This design comes from an exercise in tuning for small area and a short achievable clock period on the open sky130 flow, not from production work. Function was checked by simulation only, so behaviour that the tests miss may differ from the original. Power is estimated from default activity; no workload was simulated.

**flow/config.mk**
```make
export PLATFORM = sky130hd
export DESIGN_NAME = mmu_array
export DESIGN_NICKNAME = mmu_array
export VERILOG_FILES = /design/flow/design.v
export SDC_FILE = /design/flow/constraint.sdc
export NUM_CORES = 4
export LEC_CHECK = 0
export CAP_MARGIN = 20
export CORE_MARGIN = 2
export CORE_UTILIZATION = 40
export CTS_CLUSTER_DIAMETER = 100
export CTS_CLUSTER_SIZE = 22
export SETUP_SLACK_MARGIN = 3.5
export SLEW_MARGIN = 20
export TNS_END_PERCENT = 10
```
**flow/constraint.sdc**
```tcl
create_clock -name core_clock -period 8.0 [get_ports {clk}]
set_input_delay 1.6000 -clock core_clock [delete_from_list [all_inputs] [get_ports {clk}]]
set_output_delay 1.6000 -clock core_clock [all_outputs]
set_load 0.01 [all_outputs]
```
**flow/design.v**
```verilog
module mac (
    input  logic        clk,
    input  logic        v,
    input  logic [7:0]  a,
    input  logic [7:0]  w,
    output logic [31:0] acc_o
);
    logic [15:0] L, U;
    logic up, dn;
    wire pp0 = (a[0] & w[0]);
    wire pp1 = (a[0] & w[1]);
    wire pp2 = (a[0] & w[2]);
    wire pp3 = (a[0] & w[3]);
    wire pp4 = (a[0] & w[4]);
    wire pp5 = (a[0] & w[5]);
    wire pp6 = (a[0] & w[6]);
    wire pp7 = (~a[0] | ~w[7]);
    wire pp8 = (a[1] & w[0]);
    wire pp9 = (a[1] & w[1]);
    wire pp10 = (a[1] & w[2]);
    wire pp11 = (a[1] & w[3]);
    wire pp12 = (a[1] & w[4]);
    wire pp13 = (a[1] & w[5]);
    wire pp14 = (a[1] & w[6]);
    wire pp15 = (~a[1] | ~w[7]);
    wire pp16 = (a[2] & w[0]);
    wire pp17 = (a[2] & w[1]);
    wire pp18 = (a[2] & w[2]);
    wire pp19 = (a[2] & w[3]);
    wire pp20 = (a[2] & w[4]);
    wire pp21 = (a[2] & w[5]);
    wire pp22 = (a[2] & w[6]);
    wire pp23 = (~a[2] | ~w[7]);
    wire pp24 = (a[3] & w[0]);
    wire pp25 = (a[3] & w[1]);
    wire pp26 = (a[3] & w[2]);
    wire pp27 = (a[3] & w[3]);
    wire pp28 = (a[3] & w[4]);
    wire pp29 = (a[3] & w[5]);
    wire pp30 = (a[3] & w[6]);
    wire pp31 = (~a[3] | ~w[7]);
    wire pp32 = (a[4] & w[0]);
    wire pp33 = (a[4] & w[1]);
    wire pp34 = (a[4] & w[2]);
    wire pp35 = (a[4] & w[3]);
    wire pp36 = (a[4] & w[4]);
    wire pp37 = (a[4] & w[5]);
    wire pp38 = (a[4] & w[6]);
    wire pp39 = (~a[4] | ~w[7]);
    wire pp40 = (a[5] & w[0]);
    wire pp41 = (a[5] & w[1]);
    wire pp42 = (a[5] & w[2]);
    wire pp43 = (a[5] & w[3]);
    wire pp44 = (a[5] & w[4]);
    wire pp45 = (a[5] & w[5]);
    wire pp46 = (a[5] & w[6]);
    wire pp47 = (~a[5] | ~w[7]);
    wire pp48 = (a[6] & w[0]);
    wire pp49 = (a[6] & w[1]);
    wire pp50 = (a[6] & w[2]);
    wire pp51 = (a[6] & w[3]);
    wire pp52 = (a[6] & w[4]);
    wire pp53 = (a[6] & w[5]);
    wire pp54 = (a[6] & w[6]);
    wire pp55 = (~a[6] | ~w[7]);
    wire pp56 = (~a[7] | ~w[0]);
    wire pp57 = (~a[7] | ~w[1]);
    wire pp58 = (~a[7] | ~w[2]);
    wire pp59 = (~a[7] | ~w[3]);
    wire pp60 = (~a[7] | ~w[4]);
    wire pp61 = (~a[7] | ~w[5]);
    wire pp62 = (~a[7] | ~w[6]);
    wire pp63 = (a[7] & w[7]);
    wire s64 = L[5] ^ pp5;
    wire c65 = L[5] & pp5;
    wire s66 = L[6] ^ pp6 ^ pp13;
    wire c67 = (L[6] & pp6) | (pp13 & (L[6] ^ pp6));
    wire s68 = pp20 ^ pp27;
    wire c69 = pp20 & pp27;
    wire s70 = L[7] ^ pp7 ^ pp14;
    wire c71 = (L[7] & pp7) | (pp14 & (L[7] ^ pp7));
    wire s72 = pp21 ^ pp28 ^ pp35;
    wire c73 = (pp21 & pp28) | (pp35 & (pp21 ^ pp28));
    wire s74 = pp42 ^ pp49;
    wire c75 = pp42 & pp49;
    wire s76 = 1'b1 ^ L[8] ^ pp15;
    wire c77 = (1'b1 & L[8]) | (pp15 & (1'b1 ^ L[8]));
    wire s78 = pp22 ^ pp29 ^ pp36;
    wire c79 = (pp22 & pp29) | (pp36 & (pp22 ^ pp29));
    wire s80 = pp43 ^ pp50 ^ pp57;
    wire c81 = (pp43 & pp50) | (pp57 & (pp43 ^ pp50));
    wire s82 = L[9] ^ pp23 ^ pp30;
    wire c83 = (L[9] & pp23) | (pp30 & (L[9] ^ pp23));
    wire s84 = pp37 ^ pp44 ^ pp51;
    wire c85 = (pp37 & pp44) | (pp51 & (pp37 ^ pp44));
    wire s86 = L[10] ^ pp31 ^ pp38;
    wire c87 = (L[10] & pp31) | (pp38 & (L[10] ^ pp31));
    wire s88 = L[3] ^ pp3;
    wire c89 = L[3] & pp3;
    wire s90 = L[4] ^ pp4 ^ pp11;
    wire c91 = (L[4] & pp4) | (pp11 & (L[4] ^ pp4));
    wire s92 = pp18 ^ pp25;
    wire c93 = pp18 & pp25;
    wire s94 = pp12 ^ pp19 ^ pp26;
    wire c95 = (pp12 & pp19) | (pp26 & (pp12 ^ pp19));
    wire s96 = pp33 ^ pp40 ^ s64;
    wire c97 = (pp33 & pp40) | (s64 & (pp33 ^ pp40));
    wire s98 = pp34 ^ pp41 ^ pp48;
    wire c99 = (pp34 & pp41) | (pp48 & (pp34 ^ pp41));
    wire s100 = c65 ^ s68 ^ s66;
    wire c101 = (c65 & s68) | (s66 & (c65 ^ s68));
    wire s102 = pp56 ^ c69 ^ s74;
    wire c103 = (pp56 & c69) | (s74 & (pp56 ^ c69));
    wire s104 = c67 ^ s70 ^ s72;
    wire c105 = (c67 & s70) | (s72 & (c67 ^ s70));
    wire s106 = c75 ^ c71 ^ c73;
    wire c107 = (c75 & c71) | (c73 & (c75 ^ c71));
    wire s108 = s76 ^ s78 ^ s80;
    wire c109 = (s76 & s78) | (s80 & (s76 ^ s78));
    wire s110 = pp58 ^ c77 ^ c79;
    wire c111 = (pp58 & c77) | (c79 & (pp58 ^ c77));
    wire s112 = c81 ^ s82 ^ s84;
    wire c113 = (c81 & s82) | (s84 & (c81 ^ s82));
    wire s114 = pp45 ^ pp52 ^ pp59;
    wire c115 = (pp45 & pp52) | (pp59 & (pp45 ^ pp52));
    wire s116 = c83 ^ c85 ^ s86;
    wire c117 = (c83 & c85) | (s86 & (c83 ^ c85));
    wire s118 = L[11] ^ pp39 ^ pp46;
    wire c119 = (L[11] & pp39) | (pp46 & (L[11] ^ pp39));
    wire s120 = pp53 ^ pp60 ^ c87;
    wire c121 = (pp53 & pp60) | (c87 & (pp53 ^ pp60));
    wire s122 = L[12] ^ pp47 ^ pp54;
    wire c123 = (L[12] & pp47) | (pp54 & (L[12] ^ pp47));
    wire s124 = L[2] ^ pp2;
    wire c125 = L[2] & pp2;
    wire s126 = pp10 ^ pp17 ^ pp24;
    wire c127 = (pp10 & pp17) | (pp24 & (pp10 ^ pp17));
    wire s128 = pp32 ^ c89 ^ s92;
    wire c129 = (pp32 & c89) | (s92 & (pp32 ^ c89));
    wire s130 = c93 ^ c91 ^ s94;
    wire c131 = (c93 & c91) | (s94 & (c93 ^ c91));
    wire s132 = c95 ^ s98 ^ c97;
    wire c133 = (c95 & s98) | (c97 & (c95 ^ s98));
    wire s134 = c99 ^ s102 ^ c101;
    wire c135 = (c99 & s102) | (c101 & (c99 ^ s102));
    wire s136 = c103 ^ c105 ^ s106;
    wire c137 = (c103 & c105) | (s106 & (c103 ^ c105));
    wire s138 = c107 ^ c109 ^ s110;
    wire c139 = (c107 & c109) | (s110 & (c107 ^ c109));
    wire s140 = s114 ^ c111 ^ c113;
    wire c141 = (s114 & c111) | (c113 & (s114 ^ c111));
    wire s142 = c115 ^ s118 ^ c117;
    wire c143 = (c115 & s118) | (c117 & (c115 ^ s118));
    wire s144 = pp61 ^ c119 ^ s122;
    wire c145 = (pp61 & c119) | (s122 & (pp61 ^ c119));
    wire s146 = L[13] ^ pp55 ^ pp62;
    wire c147 = (L[13] & pp55) | (pp62 & (L[13] ^ pp55));
    wire s148 = L[1] ^ pp1;
    wire c149 = L[1] & pp1;
    wire s150 = pp9 ^ pp16 ^ s124;
    wire c151 = (pp9 & pp16) | (s124 & (pp9 ^ pp16));
    wire s152 = c125 ^ s88 ^ s126;
    wire c153 = (c125 & s88) | (s126 & (c125 ^ s88));
    wire s154 = c127 ^ s90 ^ s128;
    wire c155 = (c127 & s90) | (s128 & (c127 ^ s90));
    wire s156 = c129 ^ s96 ^ s130;
    wire c157 = (c129 & s96) | (s130 & (c129 ^ s96));
    wire s158 = c131 ^ s100 ^ s132;
    wire c159 = (c131 & s100) | (s132 & (c131 ^ s100));
    wire s160 = s104 ^ c133 ^ s134;
    wire c161 = (s104 & c133) | (s134 & (s104 ^ c133));
    wire s162 = s108 ^ c135 ^ s136;
    wire c163 = (s108 & c135) | (s136 & (s108 ^ c135));
    wire s164 = s112 ^ c137 ^ s138;
    wire c165 = (s112 & c137) | (s138 & (s112 ^ c137));
    wire s166 = s116 ^ c139 ^ s140;
    wire c167 = (s116 & c139) | (s140 & (s116 ^ c139));
    wire s168 = s120 ^ c141 ^ s142;
    wire c169 = (s120 & c141) | (s142 & (s120 ^ c141));
    wire s170 = s144 ^ c121 ^ c143;
    wire c171 = (s144 & c121) | (c143 & (s144 ^ c121));
    wire s172 = s146 ^ c123 ^ c145;
    wire c173 = (s146 & c123) | (c145 & (s146 ^ c123));
    wire s174 = L[14] ^ pp63 ^ c147;
    wire c175 = (L[14] & pp63) | (c147 & (L[14] ^ pp63));
    wire s176 = 1'b1 ^ L[15];
    wire c177 = 1'b1 & L[15];
    wire tg178 = L[0] & pp0;
    wire tg179 = s148 & pp8;
    wire tg180 = c149 & s150;
    wire tg181 = c151 & s152;
    wire tg182 = c153 & s154;
    wire tg183 = c155 & s156;
    wire tg184 = c157 & s158;
    wire tg185 = c159 & s160;
    wire tg186 = c161 & s162;
    wire tg187 = c163 & s164;
    wire tg188 = c165 & s166;
    wire tg189 = c167 & s168;
    wire tg190 = c169 & s170;
    wire tg191 = c171 & s172;
    wire tg192 = c173 & s174;
    wire tg193 = c175 & s176;
    wire tg194 = c177 & 1'b1;
    wire tg195 = 1'b1 & 1'b0;
    wire tp196 = L[0] ^ pp0;
    wire tp197 = s148 ^ pp8;
    wire tp198 = c149 ^ s150;
    wire tp199 = c151 ^ s152;
    wire tp200 = c153 ^ s154;
    wire tp201 = c155 ^ s156;
    wire tp202 = c157 ^ s158;
    wire tp203 = c159 ^ s160;
    wire tp204 = c161 ^ s162;
    wire tp205 = c163 ^ s164;
    wire tp206 = c165 ^ s166;
    wire tp207 = c167 ^ s168;
    wire tp208 = c169 ^ s170;
    wire tp209 = c171 ^ s172;
    wire tp210 = c173 ^ s174;
    wire tp211 = c175 ^ s176;
    wire tp212 = c177 ^ 1'b1;
    wire tp213 = 1'b1 ^ 1'b0;
    wire tG214 = tg179 | (tp197 & tg178);
    wire tP215 = tp197 & tp196;
    wire tG216 = tg181 | (tp199 & tg180);
    wire tP217 = tp199 & tp198;
    wire tG218 = tg183 | (tp201 & tg182);
    wire tP219 = tp201 & tp200;
    wire tG220 = tg185 | (tp203 & tg184);
    wire tP221 = tp203 & tp202;
    wire tG222 = tg187 | (tp205 & tg186);
    wire tP223 = tp205 & tp204;
    wire tG224 = tg189 | (tp207 & tg188);
    wire tP225 = tp207 & tp206;
    wire tG226 = tg191 | (tp209 & tg190);
    wire tP227 = tp209 & tp208;
    wire tG228 = tg193 | (tp211 & tg192);
    wire tP229 = tp211 & tp210;
    wire tG230 = tg195 | (tp213 & tg194);
    wire tP231 = tp213 & tp212;
    wire tG232 = tg180 | (tp198 & tG214);
    wire tP233 = tp198 & tP215;
    wire tG234 = tG216 | (tP217 & tG214);
    wire tP235 = tP217 & tP215;
    wire tG236 = tg184 | (tp202 & tG218);
    wire tP237 = tp202 & tP219;
    wire tG238 = tG220 | (tP221 & tG218);
    wire tP239 = tP221 & tP219;
    wire tG240 = tg188 | (tp206 & tG222);
    wire tP241 = tp206 & tP223;
    wire tG242 = tG224 | (tP225 & tG222);
    wire tP243 = tP225 & tP223;
    wire tG244 = tg192 | (tp210 & tG226);
    wire tP245 = tp210 & tP227;
    wire tG246 = tG228 | (tP229 & tG226);
    wire tP247 = tP229 & tP227;
    wire tG248 = tg182 | (tp200 & tG234);
    wire tP249 = tp200 & tP235;
    wire tG250 = tG218 | (tP219 & tG234);
    wire tP251 = tP219 & tP235;
    wire tG252 = tG236 | (tP237 & tG234);
    wire tP253 = tP237 & tP235;
    wire tG254 = tG238 | (tP239 & tG234);
    wire tP255 = tP239 & tP235;
    wire tG256 = tg190 | (tp208 & tG242);
    wire tP257 = tp208 & tP243;
    wire tG258 = tG226 | (tP227 & tG242);
    wire tP259 = tP227 & tP243;
    wire tG260 = tG244 | (tP245 & tG242);
    wire tP261 = tP245 & tP243;
    wire tG262 = tG246 | (tP247 & tG242);
    wire tP263 = tP247 & tP243;
    wire tG264 = tg186 | (tp204 & tG254);
    wire tP265 = tp204 & tP255;
    wire tG266 = tG222 | (tP223 & tG254);
    wire tP267 = tP223 & tP255;
    wire tG268 = tG240 | (tP241 & tG254);
    wire tP269 = tP241 & tP255;
    wire tG270 = tG242 | (tP243 & tG254);
    wire tP271 = tP243 & tP255;
    wire tG272 = tG256 | (tP257 & tG254);
    wire tP273 = tP257 & tP255;
    wire tG274 = tG258 | (tP259 & tG254);
    wire tP275 = tP259 & tP255;
    wire tG276 = tG260 | (tP261 & tG254);
    wire tP277 = tP261 & tP255;
    wire tG278 = tG262 | (tP263 & tG254);
    wire tP279 = tP263 & tP255;
    wire tG280 = tg194 | (tp212 & tG278);
    wire tP281 = tp212 & tP279;
    wire tG282 = tG230 | (tP231 & tG278);
    wire tP283 = tP231 & tP279;
    wire ts284 = tp197 ^ tg178;
    wire ts285 = tp198 ^ tG214;
    wire ts286 = tp199 ^ tG232;
    wire ts287 = tp200 ^ tG234;
    wire ts288 = tp201 ^ tG248;
    wire ts289 = tp202 ^ tG250;
    wire ts290 = tp203 ^ tG252;
    wire ts291 = tp204 ^ tG254;
    wire ts292 = tp205 ^ tG264;
    wire ts293 = tp206 ^ tG266;
    wire ts294 = tp207 ^ tG268;
    wire ts295 = tp208 ^ tG270;
    wire ts296 = tp209 ^ tG272;
    wire ts297 = tp210 ^ tG274;
    wire ts298 = tp211 ^ tG276;
    wire ts299 = tp212 ^ tG278;
    wire ts300 = tp213 ^ tG280;
    wire rn301 = ~U[0];
    wire rn302 = ~U[1];
    wire rn303 = ~U[2];
    wire rn304 = ~U[3];
    wire rn305 = ~U[4];
    wire rn306 = ~U[5];
    wire rn307 = ~U[6];
    wire rn308 = ~U[7];
    wire rn309 = ~U[8];
    wire rn310 = ~U[9];
    wire rn311 = ~U[10];
    wire rn312 = ~U[11];
    wire rn313 = ~U[12];
    wire rn314 = ~U[13];
    wire rn315 = ~U[14];
    wire rn316 = ~U[15];
    wire ra317 = U[1] & U[0];
    wire rz318 = rn302 & rn301;
    wire ra319 = U[3] & U[2];
    wire rz320 = rn304 & rn303;
    wire ra321 = U[5] & U[4];
    wire rz322 = rn306 & rn305;
    wire ra323 = U[7] & U[6];
    wire rz324 = rn308 & rn307;
    wire ra325 = U[9] & U[8];
    wire rz326 = rn310 & rn309;
    wire ra327 = U[11] & U[10];
    wire rz328 = rn312 & rn311;
    wire ra329 = U[13] & U[12];
    wire rz330 = rn314 & rn313;
    wire ra331 = U[15] & U[14];
    wire rz332 = rn316 & rn315;
    wire ra333 = U[2] & ra317;
    wire rz334 = rn303 & rz318;
    wire ra335 = ra319 & ra317;
    wire rz336 = rz320 & rz318;
    wire ra337 = U[6] & ra321;
    wire rz338 = rn307 & rz322;
    wire ra339 = ra323 & ra321;
    wire rz340 = rz324 & rz322;
    wire ra341 = U[10] & ra325;
    wire rz342 = rn311 & rz326;
    wire ra343 = ra327 & ra325;
    wire rz344 = rz328 & rz326;
    wire ra345 = U[14] & ra329;
    wire rz346 = rn315 & rz330;
    wire ra347 = ra331 & ra329;
    wire rz348 = rz332 & rz330;
    wire ra349 = U[4] & ra335;
    wire rz350 = rn305 & rz336;
    wire ra351 = ra321 & ra335;
    wire rz352 = rz322 & rz336;
    wire ra353 = ra337 & ra335;
    wire rz354 = rz338 & rz336;
    wire ra355 = ra339 & ra335;
    wire rz356 = rz340 & rz336;
    wire ra357 = U[12] & ra343;
    wire rz358 = rn313 & rz344;
    wire ra359 = ra329 & ra343;
    wire rz360 = rz330 & rz344;
    wire ra361 = ra345 & ra343;
    wire rz362 = rz346 & rz344;
    wire ra363 = ra347 & ra343;
    wire rz364 = rz348 & rz344;
    wire ra365 = U[8] & ra355;
    wire rz366 = rn309 & rz356;
    wire ra367 = ra325 & ra355;
    wire rz368 = rz326 & rz356;
    wire ra369 = ra341 & ra355;
    wire rz370 = rz342 & rz356;
    wire ra371 = ra343 & ra355;
    wire rz372 = rz344 & rz356;
    wire ra373 = ra357 & ra355;
    wire rz374 = rz358 & rz356;
    wire ra375 = ra359 & ra355;
    wire rz376 = rz360 & rz356;
    wire ra377 = ra361 & ra355;
    wire rz378 = rz362 & rz356;
    wire ra379 = ra363 & ra355;
    wire rz380 = rz364 & rz356;
    wire ro381 = U[0] ^ (up | dn);
    wire ro382 = U[1] ^ ((up & U[0]) | (dn & rn301));
    wire ro383 = U[2] ^ ((up & ra317) | (dn & rz318));
    wire ro384 = U[3] ^ ((up & ra333) | (dn & rz334));
    wire ro385 = U[4] ^ ((up & ra335) | (dn & rz336));
    wire ro386 = U[5] ^ ((up & ra349) | (dn & rz350));
    wire ro387 = U[6] ^ ((up & ra351) | (dn & rz352));
    wire ro388 = U[7] ^ ((up & ra353) | (dn & rz354));
    wire ro389 = U[8] ^ ((up & ra355) | (dn & rz356));
    wire ro390 = U[9] ^ ((up & ra365) | (dn & rz366));
    wire ro391 = U[10] ^ ((up & ra367) | (dn & rz368));
    wire ro392 = U[11] ^ ((up & ra369) | (dn & rz370));
    wire ro393 = U[12] ^ ((up & ra371) | (dn & rz372));
    wire ro394 = U[13] ^ ((up & ra373) | (dn & rz374));
    wire ro395 = U[14] ^ ((up & ra375) | (dn & rz376));
    wire ro396 = U[15] ^ ((up & ra377) | (dn & rz378));
    wire [15:0] R = {ro396, ro395, ro394, ro393, ro392, ro391, ro390, ro389, ro388, ro387, ro386, ro385, ro384, ro383, ro382, ro381};
    always_ff @(posedge clk) begin
        if (v) begin
            L <= {ts298, ts297, ts296, ts295, ts294, ts293, ts292, ts291, ts290, ts289, ts288, ts287, ts286, ts285, ts284, tp196};
            up <= ts299 & ~ts300;
            dn <= ts300;
            U <= R;
        end else begin
            L <= '0;
            up <= 1'b0;
            dn <= 1'b0;
            U <= '0;
        end
    end
    assign acc_o = {R, L};
endmodule
module mac_b (
    input  logic        clk,
    input  logic        v,
    input  logic        vf,    
    input  logic [7:0]  a,
    input  logic [7:0]  w,
    output logic [31:0] acc_o
);
    logic [15:0] L, U;
    logic pu, pd;
    wire [15:0] Lg = vf ? L : 16'd0;
    wire up = vf & pu;
    wire dn = vf & pd;
    wire pp0 = (a[0] & w[0]);
    wire pp1 = (a[0] & w[1]);
    wire pp2 = (a[0] & w[2]);
    wire pp3 = (a[0] & w[3]);
    wire pp4 = (a[0] & w[4]);
    wire pp5 = (a[0] & w[5]);
    wire pp6 = (a[0] & w[6]);
    wire pp7 = (~a[0] | ~w[7]);
    wire pp8 = (a[1] & w[0]);
    wire pp9 = (a[1] & w[1]);
    wire pp10 = (a[1] & w[2]);
    wire pp11 = (a[1] & w[3]);
    wire pp12 = (a[1] & w[4]);
    wire pp13 = (a[1] & w[5]);
    wire pp14 = (a[1] & w[6]);
    wire pp15 = (~a[1] | ~w[7]);
    wire pp16 = (a[2] & w[0]);
    wire pp17 = (a[2] & w[1]);
    wire pp18 = (a[2] & w[2]);
    wire pp19 = (a[2] & w[3]);
    wire pp20 = (a[2] & w[4]);
    wire pp21 = (a[2] & w[5]);
    wire pp22 = (a[2] & w[6]);
    wire pp23 = (~a[2] | ~w[7]);
    wire pp24 = (a[3] & w[0]);
    wire pp25 = (a[3] & w[1]);
    wire pp26 = (a[3] & w[2]);
    wire pp27 = (a[3] & w[3]);
    wire pp28 = (a[3] & w[4]);
    wire pp29 = (a[3] & w[5]);
    wire pp30 = (a[3] & w[6]);
    wire pp31 = (~a[3] | ~w[7]);
    wire pp32 = (a[4] & w[0]);
    wire pp33 = (a[4] & w[1]);
    wire pp34 = (a[4] & w[2]);
    wire pp35 = (a[4] & w[3]);
    wire pp36 = (a[4] & w[4]);
    wire pp37 = (a[4] & w[5]);
    wire pp38 = (a[4] & w[6]);
    wire pp39 = (~a[4] | ~w[7]);
    wire pp40 = (a[5] & w[0]);
    wire pp41 = (a[5] & w[1]);
    wire pp42 = (a[5] & w[2]);
    wire pp43 = (a[5] & w[3]);
    wire pp44 = (a[5] & w[4]);
    wire pp45 = (a[5] & w[5]);
    wire pp46 = (a[5] & w[6]);
    wire pp47 = (~a[5] | ~w[7]);
    wire pp48 = (a[6] & w[0]);
    wire pp49 = (a[6] & w[1]);
    wire pp50 = (a[6] & w[2]);
    wire pp51 = (a[6] & w[3]);
    wire pp52 = (a[6] & w[4]);
    wire pp53 = (a[6] & w[5]);
    wire pp54 = (a[6] & w[6]);
    wire pp55 = (~a[6] | ~w[7]);
    wire pp56 = (~a[7] | ~w[0]);
    wire pp57 = (~a[7] | ~w[1]);
    wire pp58 = (~a[7] | ~w[2]);
    wire pp59 = (~a[7] | ~w[3]);
    wire pp60 = (~a[7] | ~w[4]);
    wire pp61 = (~a[7] | ~w[5]);
    wire pp62 = (~a[7] | ~w[6]);
    wire pp63 = (a[7] & w[7]);
    wire s64 = pp5 ^ pp12;
    wire c65 = pp5 & pp12;
    wire s66 = pp6 ^ pp13 ^ pp20;
    wire c67 = (pp6 & pp13) | (pp20 & (pp6 ^ pp13));
    wire s68 = pp27 ^ pp34;
    wire c69 = pp27 & pp34;
    wire s70 = pp7 ^ pp14 ^ pp21;
    wire c71 = (pp7 & pp14) | (pp21 & (pp7 ^ pp14));
    wire s72 = pp28 ^ pp35 ^ pp42;
    wire c73 = (pp28 & pp35) | (pp42 & (pp28 ^ pp35));
    wire s74 = pp49 ^ pp56;
    wire c75 = pp49 & pp56;
    wire s76 = 1'b1 ^ pp15 ^ pp22;
    wire c77 = (1'b1 & pp15) | (pp22 & (1'b1 ^ pp15));
    wire s78 = pp29 ^ pp36 ^ pp43;
    wire c79 = (pp29 & pp36) | (pp43 & (pp29 ^ pp36));
    wire s80 = pp50 ^ pp57 ^ Lg[8];
    wire c81 = (pp50 & pp57) | (Lg[8] & (pp50 ^ pp57));
    wire s82 = pp23 ^ pp30 ^ pp37;
    wire c83 = (pp23 & pp30) | (pp37 & (pp23 ^ pp30));
    wire s84 = pp44 ^ pp51 ^ pp58;
    wire c85 = (pp44 & pp51) | (pp58 & (pp44 ^ pp51));
    wire s86 = pp31 ^ pp38 ^ pp45;
    wire c87 = (pp31 & pp38) | (pp45 & (pp31 ^ pp38));
    wire s88 = pp3 ^ pp10;
    wire c89 = pp3 & pp10;
    wire s90 = pp4 ^ pp11 ^ pp18;
    wire c91 = (pp4 & pp11) | (pp18 & (pp4 ^ pp11));
    wire s92 = pp25 ^ pp32;
    wire c93 = pp25 & pp32;
    wire s94 = pp19 ^ pp26 ^ pp33;
    wire c95 = (pp19 & pp26) | (pp33 & (pp19 ^ pp26));
    wire s96 = pp40 ^ Lg[5] ^ s64;
    wire c97 = (pp40 & Lg[5]) | (s64 & (pp40 ^ Lg[5]));
    wire s98 = pp41 ^ pp48 ^ Lg[6];
    wire c99 = (pp41 & pp48) | (Lg[6] & (pp41 ^ pp48));
    wire s100 = c65 ^ s68 ^ s66;
    wire c101 = (c65 & s68) | (s66 & (c65 ^ s68));
    wire s102 = Lg[7] ^ c69 ^ s74;
    wire c103 = (Lg[7] & c69) | (s74 & (Lg[7] ^ c69));
    wire s104 = c67 ^ s70 ^ s72;
    wire c105 = (c67 & s70) | (s72 & (c67 ^ s70));
    wire s106 = c75 ^ c71 ^ c73;
    wire c107 = (c75 & c71) | (c73 & (c75 ^ c71));
    wire s108 = s76 ^ s78 ^ s80;
    wire c109 = (s76 & s78) | (s80 & (s76 ^ s78));
    wire s110 = Lg[9] ^ c77 ^ c79;
    wire c111 = (Lg[9] & c77) | (c79 & (Lg[9] ^ c77));
    wire s112 = s82 ^ s84 ^ c81;
    wire c113 = (s82 & s84) | (c81 & (s82 ^ s84));
    wire s114 = pp52 ^ pp59 ^ Lg[10];
    wire c115 = (pp52 & pp59) | (Lg[10] & (pp52 ^ pp59));
    wire s116 = c83 ^ c85 ^ s86;
    wire c117 = (c83 & c85) | (s86 & (c83 ^ c85));
    wire s118 = pp39 ^ pp46 ^ pp53;
    wire c119 = (pp39 & pp46) | (pp53 & (pp39 ^ pp46));
    wire s120 = pp60 ^ Lg[11] ^ c87;
    wire c121 = (pp60 & Lg[11]) | (c87 & (pp60 ^ Lg[11]));
    wire s122 = pp47 ^ pp54 ^ pp61;
    wire c123 = (pp47 & pp54) | (pp61 & (pp47 ^ pp54));
    wire s124 = pp2 ^ pp9;
    wire c125 = pp2 & pp9;
    wire s126 = pp17 ^ pp24 ^ Lg[3];
    wire c127 = (pp17 & pp24) | (Lg[3] & (pp17 ^ pp24));
    wire s128 = Lg[4] ^ c89 ^ s92;
    wire c129 = (Lg[4] & c89) | (s92 & (Lg[4] ^ c89));
    wire s130 = c93 ^ c91 ^ s94;
    wire c131 = (c93 & c91) | (s94 & (c93 ^ c91));
    wire s132 = c95 ^ s98 ^ c97;
    wire c133 = (c95 & s98) | (c97 & (c95 ^ s98));
    wire s134 = c99 ^ s102 ^ c101;
    wire c135 = (c99 & s102) | (c101 & (c99 ^ s102));
    wire s136 = c103 ^ c105 ^ s106;
    wire c137 = (c103 & c105) | (s106 & (c103 ^ c105));
    wire s138 = c107 ^ s110 ^ c109;
    wire c139 = (c107 & s110) | (c109 & (c107 ^ s110));
    wire s140 = s114 ^ c111 ^ s116;
    wire c141 = (s114 & c111) | (s116 & (s114 ^ c111));
    wire s142 = s118 ^ c115 ^ c117;
    wire c143 = (s118 & c115) | (c117 & (s118 ^ c115));
    wire s144 = Lg[12] ^ c119 ^ s122;
    wire c145 = (Lg[12] & c119) | (s122 & (Lg[12] ^ c119));
    wire s146 = pp55 ^ pp62 ^ Lg[13];
    wire c147 = (pp55 & pp62) | (Lg[13] & (pp55 ^ pp62));
    wire s148 = pp1 ^ pp8;
    wire c149 = pp1 & pp8;
    wire s150 = pp16 ^ Lg[2] ^ s124;
    wire c151 = (pp16 & Lg[2]) | (s124 & (pp16 ^ Lg[2]));
    wire s152 = c125 ^ s88 ^ s126;
    wire c153 = (c125 & s88) | (s126 & (c125 ^ s88));
    wire s154 = s90 ^ c127 ^ s128;
    wire c155 = (s90 & c127) | (s128 & (s90 ^ c127));
    wire s156 = c129 ^ s96 ^ s130;
    wire c157 = (c129 & s96) | (s130 & (c129 ^ s96));
    wire s158 = c131 ^ s100 ^ s132;
    wire c159 = (c131 & s100) | (s132 & (c131 ^ s100));
    wire s160 = s104 ^ c133 ^ s134;
    wire c161 = (s104 & c133) | (s134 & (s104 ^ c133));
    wire s162 = s108 ^ c135 ^ s136;
    wire c163 = (s108 & c135) | (s136 & (s108 ^ c135));
    wire s164 = s112 ^ c137 ^ s138;
    wire c165 = (s112 & c137) | (s138 & (s112 ^ c137));
    wire s166 = c113 ^ s140 ^ c139;
    wire c167 = (c113 & s140) | (c139 & (c113 ^ s140));
    wire s168 = s120 ^ c141 ^ s142;
    wire c169 = (s120 & c141) | (s142 & (s120 ^ c141));
    wire s170 = s144 ^ c121 ^ c143;
    wire c171 = (s144 & c121) | (c143 & (s144 ^ c121));
    wire s172 = c123 ^ s146 ^ c145;
    wire c173 = (c123 & s146) | (c145 & (c123 ^ s146));
    wire s174 = pp63 ^ Lg[14] ^ c147;
    wire c175 = (pp63 & Lg[14]) | (c147 & (pp63 ^ Lg[14]));
    wire s176 = 1'b1 ^ Lg[15];
    wire c177 = 1'b1 & Lg[15];
    wire tg178 = pp0 & Lg[0];
    wire tg179 = s148 & Lg[1];
    wire tg180 = c149 & s150;
    wire tg181 = c151 & s152;
    wire tg182 = c153 & s154;
    wire tg183 = c155 & s156;
    wire tg184 = c157 & s158;
    wire tg185 = c159 & s160;
    wire tg186 = c161 & s162;
    wire tg187 = c163 & s164;
    wire tg188 = c165 & s166;
    wire tg189 = c167 & s168;
    wire tg190 = c169 & s170;
    wire tg191 = c171 & s172;
    wire tg192 = c173 & s174;
    wire tg193 = c175 & s176;
    wire tg194 = c177 & 1'b1;
    wire tg195 = 1'b1 & 1'b0;
    wire tp196 = pp0 ^ Lg[0];
    wire tp197 = s148 ^ Lg[1];
    wire tp198 = c149 ^ s150;
    wire tp199 = c151 ^ s152;
    wire tp200 = c153 ^ s154;
    wire tp201 = c155 ^ s156;
    wire tp202 = c157 ^ s158;
    wire tp203 = c159 ^ s160;
    wire tp204 = c161 ^ s162;
    wire tp205 = c163 ^ s164;
    wire tp206 = c165 ^ s166;
    wire tp207 = c167 ^ s168;
    wire tp208 = c169 ^ s170;
    wire tp209 = c171 ^ s172;
    wire tp210 = c173 ^ s174;
    wire tp211 = c175 ^ s176;
    wire tp212 = c177 ^ 1'b1;
    wire tp213 = 1'b1 ^ 1'b0;
    wire tG214 = tg179 | (tp197 & tg178);
    wire tP215 = tp197 & tp196;
    wire tG216 = tg181 | (tp199 & tg180);
    wire tP217 = tp199 & tp198;
    wire tG218 = tg183 | (tp201 & tg182);
    wire tP219 = tp201 & tp200;
    wire tG220 = tg185 | (tp203 & tg184);
    wire tP221 = tp203 & tp202;
    wire tG222 = tg187 | (tp205 & tg186);
    wire tP223 = tp205 & tp204;
    wire tG224 = tg189 | (tp207 & tg188);
    wire tP225 = tp207 & tp206;
    wire tG226 = tg191 | (tp209 & tg190);
    wire tP227 = tp209 & tp208;
    wire tG228 = tg193 | (tp211 & tg192);
    wire tP229 = tp211 & tp210;
    wire tG230 = tg195 | (tp213 & tg194);
    wire tP231 = tp213 & tp212;
    wire tG232 = tg180 | (tp198 & tG214);
    wire tP233 = tp198 & tP215;
    wire tG234 = tG216 | (tP217 & tG214);
    wire tP235 = tP217 & tP215;
    wire tG236 = tg184 | (tp202 & tG218);
    wire tP237 = tp202 & tP219;
    wire tG238 = tG220 | (tP221 & tG218);
    wire tP239 = tP221 & tP219;
    wire tG240 = tg188 | (tp206 & tG222);
    wire tP241 = tp206 & tP223;
    wire tG242 = tG224 | (tP225 & tG222);
    wire tP243 = tP225 & tP223;
    wire tG244 = tg192 | (tp210 & tG226);
    wire tP245 = tp210 & tP227;
    wire tG246 = tG228 | (tP229 & tG226);
    wire tP247 = tP229 & tP227;
    wire tG248 = tg182 | (tp200 & tG234);
    wire tP249 = tp200 & tP235;
    wire tG250 = tG218 | (tP219 & tG234);
    wire tP251 = tP219 & tP235;
    wire tG252 = tG236 | (tP237 & tG234);
    wire tP253 = tP237 & tP235;
    wire tG254 = tG238 | (tP239 & tG234);
    wire tP255 = tP239 & tP235;
    wire tG256 = tg190 | (tp208 & tG242);
    wire tP257 = tp208 & tP243;
    wire tG258 = tG226 | (tP227 & tG242);
    wire tP259 = tP227 & tP243;
    wire tG260 = tG244 | (tP245 & tG242);
    wire tP261 = tP245 & tP243;
    wire tG262 = tG246 | (tP247 & tG242);
    wire tP263 = tP247 & tP243;
    wire tG264 = tg186 | (tp204 & tG254);
    wire tP265 = tp204 & tP255;
    wire tG266 = tG222 | (tP223 & tG254);
    wire tP267 = tP223 & tP255;
    wire tG268 = tG240 | (tP241 & tG254);
    wire tP269 = tP241 & tP255;
    wire tG270 = tG242 | (tP243 & tG254);
    wire tP271 = tP243 & tP255;
    wire tG272 = tG256 | (tP257 & tG254);
    wire tP273 = tP257 & tP255;
    wire tG274 = tG258 | (tP259 & tG254);
    wire tP275 = tP259 & tP255;
    wire tG276 = tG260 | (tP261 & tG254);
    wire tP277 = tP261 & tP255;
    wire tG278 = tG262 | (tP263 & tG254);
    wire tP279 = tP263 & tP255;
    wire tG280 = tg194 | (tp212 & tG278);
    wire tP281 = tp212 & tP279;
    wire tG282 = tG230 | (tP231 & tG278);
    wire tP283 = tP231 & tP279;
    wire ts284 = tp197 ^ tg178;
    wire ts285 = tp198 ^ tG214;
    wire ts286 = tp199 ^ tG232;
    wire ts287 = tp200 ^ tG234;
    wire ts288 = tp201 ^ tG248;
    wire ts289 = tp202 ^ tG250;
    wire ts290 = tp203 ^ tG252;
    wire ts291 = tp204 ^ tG254;
    wire ts292 = tp205 ^ tG264;
    wire ts293 = tp206 ^ tG266;
    wire ts294 = tp207 ^ tG268;
    wire ts295 = tp208 ^ tG270;
    wire ts296 = tp209 ^ tG272;
    wire ts297 = tp210 ^ tG274;
    wire ts298 = tp211 ^ tG276;
    wire ts299 = tp212 ^ tG278;
    wire ts300 = tp213 ^ tG280;
    wire rn301 = ~U[0];
    wire rn302 = ~U[1];
    wire rn303 = ~U[2];
    wire rn304 = ~U[3];
    wire rn305 = ~U[4];
    wire rn306 = ~U[5];
    wire rn307 = ~U[6];
    wire rn308 = ~U[7];
    wire rn309 = ~U[8];
    wire rn310 = ~U[9];
    wire rn311 = ~U[10];
    wire rn312 = ~U[11];
    wire rn313 = ~U[12];
    wire rn314 = ~U[13];
    wire rn315 = ~U[14];
    wire rn316 = ~U[15];
    wire ra317 = U[1] & U[0];
    wire rz318 = rn302 & rn301;
    wire ra319 = U[3] & U[2];
    wire rz320 = rn304 & rn303;
    wire ra321 = U[5] & U[4];
    wire rz322 = rn306 & rn305;
    wire ra323 = U[7] & U[6];
    wire rz324 = rn308 & rn307;
    wire ra325 = U[9] & U[8];
    wire rz326 = rn310 & rn309;
    wire ra327 = U[11] & U[10];
    wire rz328 = rn312 & rn311;
    wire ra329 = U[13] & U[12];
    wire rz330 = rn314 & rn313;
    wire ra331 = U[15] & U[14];
    wire rz332 = rn316 & rn315;
    wire ra333 = U[2] & ra317;
    wire rz334 = rn303 & rz318;
    wire ra335 = ra319 & ra317;
    wire rz336 = rz320 & rz318;
    wire ra337 = U[6] & ra321;
    wire rz338 = rn307 & rz322;
    wire ra339 = ra323 & ra321;
    wire rz340 = rz324 & rz322;
    wire ra341 = U[10] & ra325;
    wire rz342 = rn311 & rz326;
    wire ra343 = ra327 & ra325;
    wire rz344 = rz328 & rz326;
    wire ra345 = U[14] & ra329;
    wire rz346 = rn315 & rz330;
    wire ra347 = ra331 & ra329;
    wire rz348 = rz332 & rz330;
    wire ra349 = U[4] & ra335;
    wire rz350 = rn305 & rz336;
    wire ra351 = ra321 & ra335;
    wire rz352 = rz322 & rz336;
    wire ra353 = ra337 & ra335;
    wire rz354 = rz338 & rz336;
    wire ra355 = ra339 & ra335;
    wire rz356 = rz340 & rz336;
    wire ra357 = U[12] & ra343;
    wire rz358 = rn313 & rz344;
    wire ra359 = ra329 & ra343;
    wire rz360 = rz330 & rz344;
    wire ra361 = ra345 & ra343;
    wire rz362 = rz346 & rz344;
    wire ra363 = ra347 & ra343;
    wire rz364 = rz348 & rz344;
    wire ra365 = U[8] & ra355;
    wire rz366 = rn309 & rz356;
    wire ra367 = ra325 & ra355;
    wire rz368 = rz326 & rz356;
    wire ra369 = ra341 & ra355;
    wire rz370 = rz342 & rz356;
    wire ra371 = ra343 & ra355;
    wire rz372 = rz344 & rz356;
    wire ra373 = ra357 & ra355;
    wire rz374 = rz358 & rz356;
    wire ra375 = ra359 & ra355;
    wire rz376 = rz360 & rz356;
    wire ra377 = ra361 & ra355;
    wire rz378 = rz362 & rz356;
    wire ra379 = ra363 & ra355;
    wire rz380 = rz364 & rz356;
    wire ro381 = U[0] ^ (up | dn);
    wire ro382 = U[1] ^ ((up & U[0]) | (dn & rn301));
    wire ro383 = U[2] ^ ((up & ra317) | (dn & rz318));
    wire ro384 = U[3] ^ ((up & ra333) | (dn & rz334));
    wire ro385 = U[4] ^ ((up & ra335) | (dn & rz336));
    wire ro386 = U[5] ^ ((up & ra349) | (dn & rz350));
    wire ro387 = U[6] ^ ((up & ra351) | (dn & rz352));
    wire ro388 = U[7] ^ ((up & ra353) | (dn & rz354));
    wire ro389 = U[8] ^ ((up & ra355) | (dn & rz356));
    wire ro390 = U[9] ^ ((up & ra365) | (dn & rz366));
    wire ro391 = U[10] ^ ((up & ra367) | (dn & rz368));
    wire ro392 = U[11] ^ ((up & ra369) | (dn & rz370));
    wire ro393 = U[12] ^ ((up & ra371) | (dn & rz372));
    wire ro394 = U[13] ^ ((up & ra373) | (dn & rz374));
    wire ro395 = U[14] ^ ((up & ra375) | (dn & rz376));
    wire ro396 = U[15] ^ ((up & ra377) | (dn & rz378));
    wire [15:0] R = {ro396, ro395, ro394, ro393, ro392, ro391, ro390, ro389, ro388, ro387, ro386, ro385, ro384, ro383, ro382, ro381};
    always_ff @(posedge clk) begin
        L <= {ts298, ts297, ts296, ts295, ts294, ts293, ts292, ts291, ts290, ts289, ts288, ts287, ts286, ts285, ts284, tp196};
        pu <= ts299 & ~ts300;
        pd <= ts300;
        U <= v ? R : '0;
    end
    assign acc_o = {R, Lg};
endmodule
module mmu_array #(
    parameter int N = 4,
    parameter int DW = 8,
    parameter int AW = 32
) (
    input  logic clk,
    input  logic valid_i,
    input  logic [N*DW-1:0] activation_rows,    
    input  logic [N*DW-1:0] weight_columns,     
    output logic valid_o,
    output logic [N*N*AW-1:0] psums             
);
    logic [N-1:0] vq;
    always_ff @(posedge clk) vq <= {vq[N-2:0], valid_i};
    assign valid_o = vq[N-1];
    logic [DW-1:0] a_bus [N][N];
    logic [DW-1:0] w_bus [N][N];
    for (genvar r = 0; r < N; r++) begin : ROW
        for (genvar c = 0; c < N; c++) begin : COL
            logic v;
            if (c == 0) begin : A0
                assign a_bus[r][c] = activation_rows[r*DW +: DW];
                assign v = valid_i;
            end else begin : AQ
                logic [DW-1:0] a_q;
                always_ff @(posedge clk) a_q <= a_bus[r][c-1];
                assign a_bus[r][c] = a_q;
                assign v = vq[c-1];
            end
            if (r == 0) begin : W0
                assign w_bus[r][c] = weight_columns[c*DW +: DW];
            end else begin : WQ
                logic [DW-1:0] w_q;
                always_ff @(posedge clk) w_q <= w_bus[r-1][c];
                assign w_bus[r][c] = w_q;
            end
            if (r == 0 || c == 0) begin : B
                mac_b pe (
                    .clk(clk), .v(v), .vf(vq[c]), .a(a_bus[r][c]), .w(w_bus[r][c]),
                    .acc_o(psums[(r*N+c)*AW +: AW])
                );
            end else begin : I
                mac pe (
                    .clk(clk), .v(v), .a(a_bus[r][c]), .w(w_bus[r][c]),
                    .acc_o(psums[(r*N+c)*AW +: AW])
                );
            end
        end
    end
endmodule
```
**flow/flow/run.sh**
```bash
#!/bin/bash
# Standard synthesis and layout; the only change is the cell used to buffer the
# ports (buf_2 instead of the resizer's default pick, a slow delay cell).
set -euo pipefail
bash standard.sh "BUFFER_PORTS_ARGS=-buffer_cell sky130_fd_sc_hd__buf_2" finish > standard_flow.log 2>&1
```
**flow/standard.sh**
```bash
#!/bin/bash
# synth_recipe.tcl (not shown) runs the flow's synth.tcl, then flattens the netlist and writes it again
# the make line also repeats each setting of config.mk as NAME=value (left out here)
make -C /OpenROAD-flow-scripts/flow DESIGN_CONFIG=/design/flow/config.mk WORK_HOME=/design/flow/orfs CLKGATE_MAP_FILE= SYNTH_SCRIPT=/design/flow/synth_recipe.tcl "${@:-finish}"
```
==> summary.md <==
| Metric | Value |
|---|---|
| Pin count of the biggest net entering global routing | `slightly above 90` |
| Period Utilization, post-route | `0.581` |
| CP Launch Type | `input port` |
| Final setup margin | `3.35 ns` |
| Logic gate share of total power | `0.704` |
| Yosys warns | `7` |
| Via count | `44.3k` |
| Worst-case clock buffer depth | `3` |
| Hold Fails Final Rpt | `0` |
| Die height | `401 um` |
| Critical Path AT | `about 5.2 ns` |
| Pre-antenna DRT Iters | `6` |
| Detail Route Antenna Nets | `0` |
| Gr usage total | `0.200` |
| Seq pwr share | `0.209` |
| Worst-Skew Late Latency | `around 0.67 ns` |
| First-pass GRT wire length | `258,000 um` |
| Minimum clock period | `between 4 and 5 ns` |
| Initial antenna violation count | `7` |
| WP buf/inv | `4` |
| Switching Fraction | `0.479` |
| CTS root buf | `clkbuf_16` |
| Number of flops mapped to enable cells by yosys | `0` |
| Input/output buffers | `578` |
| RSZ-0062 raised after global routing | `yes` |
| Dpl cells | `9,144` |
| Clock Power Share | `0.087` |
| Total grt overflow | `0` |
| Vias/cell | `about 4.8` |
| Core area | `0.157 mm2` |
| Lkg Pwr | `roughly 34 nW` |
| VDD IR max | `~0.00025 V` |
| DIE WIDTH | `approximately 400 um` |
| Vias in the first global route | `roughly 47k` |
| CTS Hold Bufs | `0` |
| Fraction of registers with async set/reset | `0` |
| Final hold slack | `about 0.43 ns` |
| Min-Delay Path Class | `register to register` |
| TritonCTS clock tree | `built` |
| Pre-CTS setup slack | `2.59 ns` |
| Pwr/cell area | `445 mW/mm2` |
| Synthesized Nets | `8,144` |
| Die area | `~0.16 mm2` |
| Non-Filler Instances | `9,237` |
| CP cell instances | `buf_2, and2_1, fa_1, inv_1, fa_1, inv_1, fa_1, fa_1, inv_1, ha_1, a21o_1, a21oi_1, o21ai_1, a211oi_2, o21bai_1, xor2_1` |
| Crit end category | `register` |
| Critical path's top delay family | `adder cells` |
| CP Max Fanout | `9` |
| Worst slew pin tran | `0.937 ns` |
| Final Power | `30.7 mW` |
| DRC violations left | `0` |
| Synthesized cell area | `between 0.06 and 0.07 mm2` |
| DP HPWL | `128,000 um` |
| Starting Density | `0.403` |
| Max Slew Vio Count | `0` |
| Row cnt | `145` |
| Slowest stage delay, CP | `0.53 ns` |
| Yosys reg bits | `740` |
| Worst-path clk slew | `0.09 ns` |
| # clock sinks | `740` |
| # setup viols final | `0` |
| # fillers | `15.4k` |
| Crit Path Category | `input port to register` |
| Peak Freq | `215 MHz` |
| MaxCap Viol Count | `0` |
| Syn avg cell area | `just over 9 um2` |
| Final Util | `0.440` |
| NumNets Final | `8,415` |
| Primary FF master, synth | `dfxtp_1` |
| Post-route design area | `0.0689 mm2` |
| Post-synthesis cell count | `around 7k` |
| Status | `timing/DRC/antenna clean` |
| RePlAce Congestion | `0.876` |
| Worst slew margin | `0.376` |
| Layout cells sized above 1 | `0.133` |
| Netlist cell types | `67` |
| Routed length per instance | `roughly 17 um` |
| Seq/Total Area, Yosys | `0.235` |
| Number of I/O pins | `579` |
| Pint | `16.0 mW` |
| TritonCTS Buffers | `48` |
| Layout area overhead | `9.06%` |
| Skew final | `between 0.03 and 0.04 ns` |
| H-tree depth | `2` |
| Final wirelength | `160,000 um` |
| Setup TNS | `0 ns` |
| Placed Area | `0.0665 mm2` |
| Most used cell, CP | `fa_1` |
| WP data required | `between 8 and 9 ns` |
| CP max-delay cell | `fa_1` |
| P_sw | `14.7 mW` |
| Initial DRC Count | `roughly 1.8k` |
flip-flops by register name, summed over array words and instances, names as in the netlist:
signal           flops
ROW.COL.B.pe.pu      7
ROW.COL.B.pe.L     112
ROW.COL.I.pe.dn      9
ROW.COL.AQ.a_q      96
ROW.COL.B.pe.U     112
vq                   4
ROW.COL.I.pe.U     144
ROW.COL.WQ.w_q      96
ROW.COL.I.pe.up      9
ROW.COL.B.pe.pd      7
ROW.COL.I.pe.L     144
routing by layer:
layer	vias up	routed length, um	GRT usage
met4	4	5530	0.0655
met5	-	25	0
met3	191	8180	0.0384
li1	21400	-	-
met1	21900	69600	0.252
met2	743	77000	0.344
logic make-up (layout without fill, tap and decap cells):
| kind of cell | Yosys count | count (layout) | synth area share |
|---|---|---|---|
| AND/OR/NAND/NOR | 2354 | 2354 | 0.203 |
| buffers and inverters | 1620 | 1919 | 0.113 |
| adder cells (fa/ha/maj) | 1200 | 1200 | 0.337 |
| flip-flops | 740 | 740 | 0.235 |
| AO/OA/AOI/OAI | 539 | 539 | 0.0538 |
| XOR/XNOR | 393 | 393 | 0.0545 |
| multiplexers | 32 | 32 | 0.00509 |
| other | 0 | 2 | 0 |
cell type report:
class | instances | area, um2 | share of cell area
inverters | 1242 | 4660 | 0.0677
diodes | 2 | 5.00 | 0.0000727
repair buffers | 599 | 3140 | 0.0457
flip-flops and latches | 740 | 15000 | 0.218
well taps | 2058 | 2570 | 0.0374
multi-input cells | 4518 | 42000 | 0.609
clock inverters | 20 | 188 | 0.00273
clock buffers | 58 | 1280 | 0.0186
power by group through the flow:
stage                     logic, mW  clock network, mW  registers [mW]
after floorplan                17.4                  0            6.08
after global placement         20.7                  0            6.45
after detailed placement       21.1                  0            6.49
after CTS                      21.3               2.79            6.42
after global routing           24.6               2.91            6.63
final                          21.6               2.65            6.42
cell usage after synthesis (124+ instances only):
library cell | instances | area share
dfxtp_1 | 740 | 0.23
xor2_1 | 180 | 0.025
inv_1 | 1240 | 0.074
xnor2_1 | 213 | 0.030
nand2_1 | 558 | 0.033
and2_1 | 1098 | 0.11
buf_4 | 273 | 0.032
fa_1 | 832 | 0.26
o21ai_0 | 124 | 0.0098
ha_1 | 368 | 0.073
a21oi_1 | 140 | 0.011
nor2_1 | 218 | 0.013
path summary, 6_finish.rpt:
check	startpoint	to	slack, ns	cells after the start
max	weight_columns[31]	ROW[0].COL[3].B.pe.L[14]$_DFF_P_	3.35	16
min	ROW[2].COL[1].WQ.w_q[2]$_DFF_P_	ROW[3].COL[1].WQ.w_q[2]$_DFF_P_	0.43	0
max reg2reg	ROW[1].COL[3].AQ.a_q[4]$_DFF_P_	ROW[1].COL[3].I.pe.dn$_SDFF_PN0_	3.48	14
min reg2reg	ROW[2].COL[1].WQ.w_q[2]$_DFF_P_	ROW[3].COL[1].WQ.w_q[2]$_DFF_P_	0.43	0
layout by cell type (no fill, tap or decap), types with 91 or more instances in the layout:
cell type	netlist	final
inv_1	1240	1229
and2_1	1098	1084
fa_1	832	825
dfxtp_1	740	631
buf_2	5	566
nand2_1	558	558
ha_1	368	351
nor2_1	218	217
xnor2_1	213	213
xor2_1	180	180
a21oi_1	140	127
o21ai_0	124	114
nand3_1	92	91
timing repair:
action | 4_1_cts | 5_1_grt
cloned | 0 | 0
gates resized for setup | 55 | 219
pin swaps | 5 | 39
setup buffers | 5 | 8
endpoints found under the setup margin | 162 | 209

re-timing with driven ports:
How much do the figures lean on ideal ports? The routed layout below was timed once more, with nothing changed but the port constraints. Step 1 (the two cells are an assumption about what drives the block):
set clk [get_ports {clk}]
set_driving_cell -lib_cell sky130_fd_sc_hd__clkbuf_16 $clk
set_driving_cell -lib_cell sky130_fd_sc_hd__buf_2 [delete_from_list [all_inputs] $clk]
Step 2 adds t to the input delays and takes it off the output delays; t is the mean of the earliest and latest rising clock arrival at the registers after step 1. Input paths then give back, and output paths get back, about the clock's delay inside the block. Slacks: ideal ports / drivers / drivers and shift; pairs: ideal ports / drivers.
shift t [ns]: 0.738
setup slack, ns: 3.354 / 3.353 / 2.671
worst slew at a driven data input, ns: 0.09
After both steps this run still meets setup and hold. The setup slack of this run moves by -0.001 ns with the drivers and by -0.683 ns with both steps.
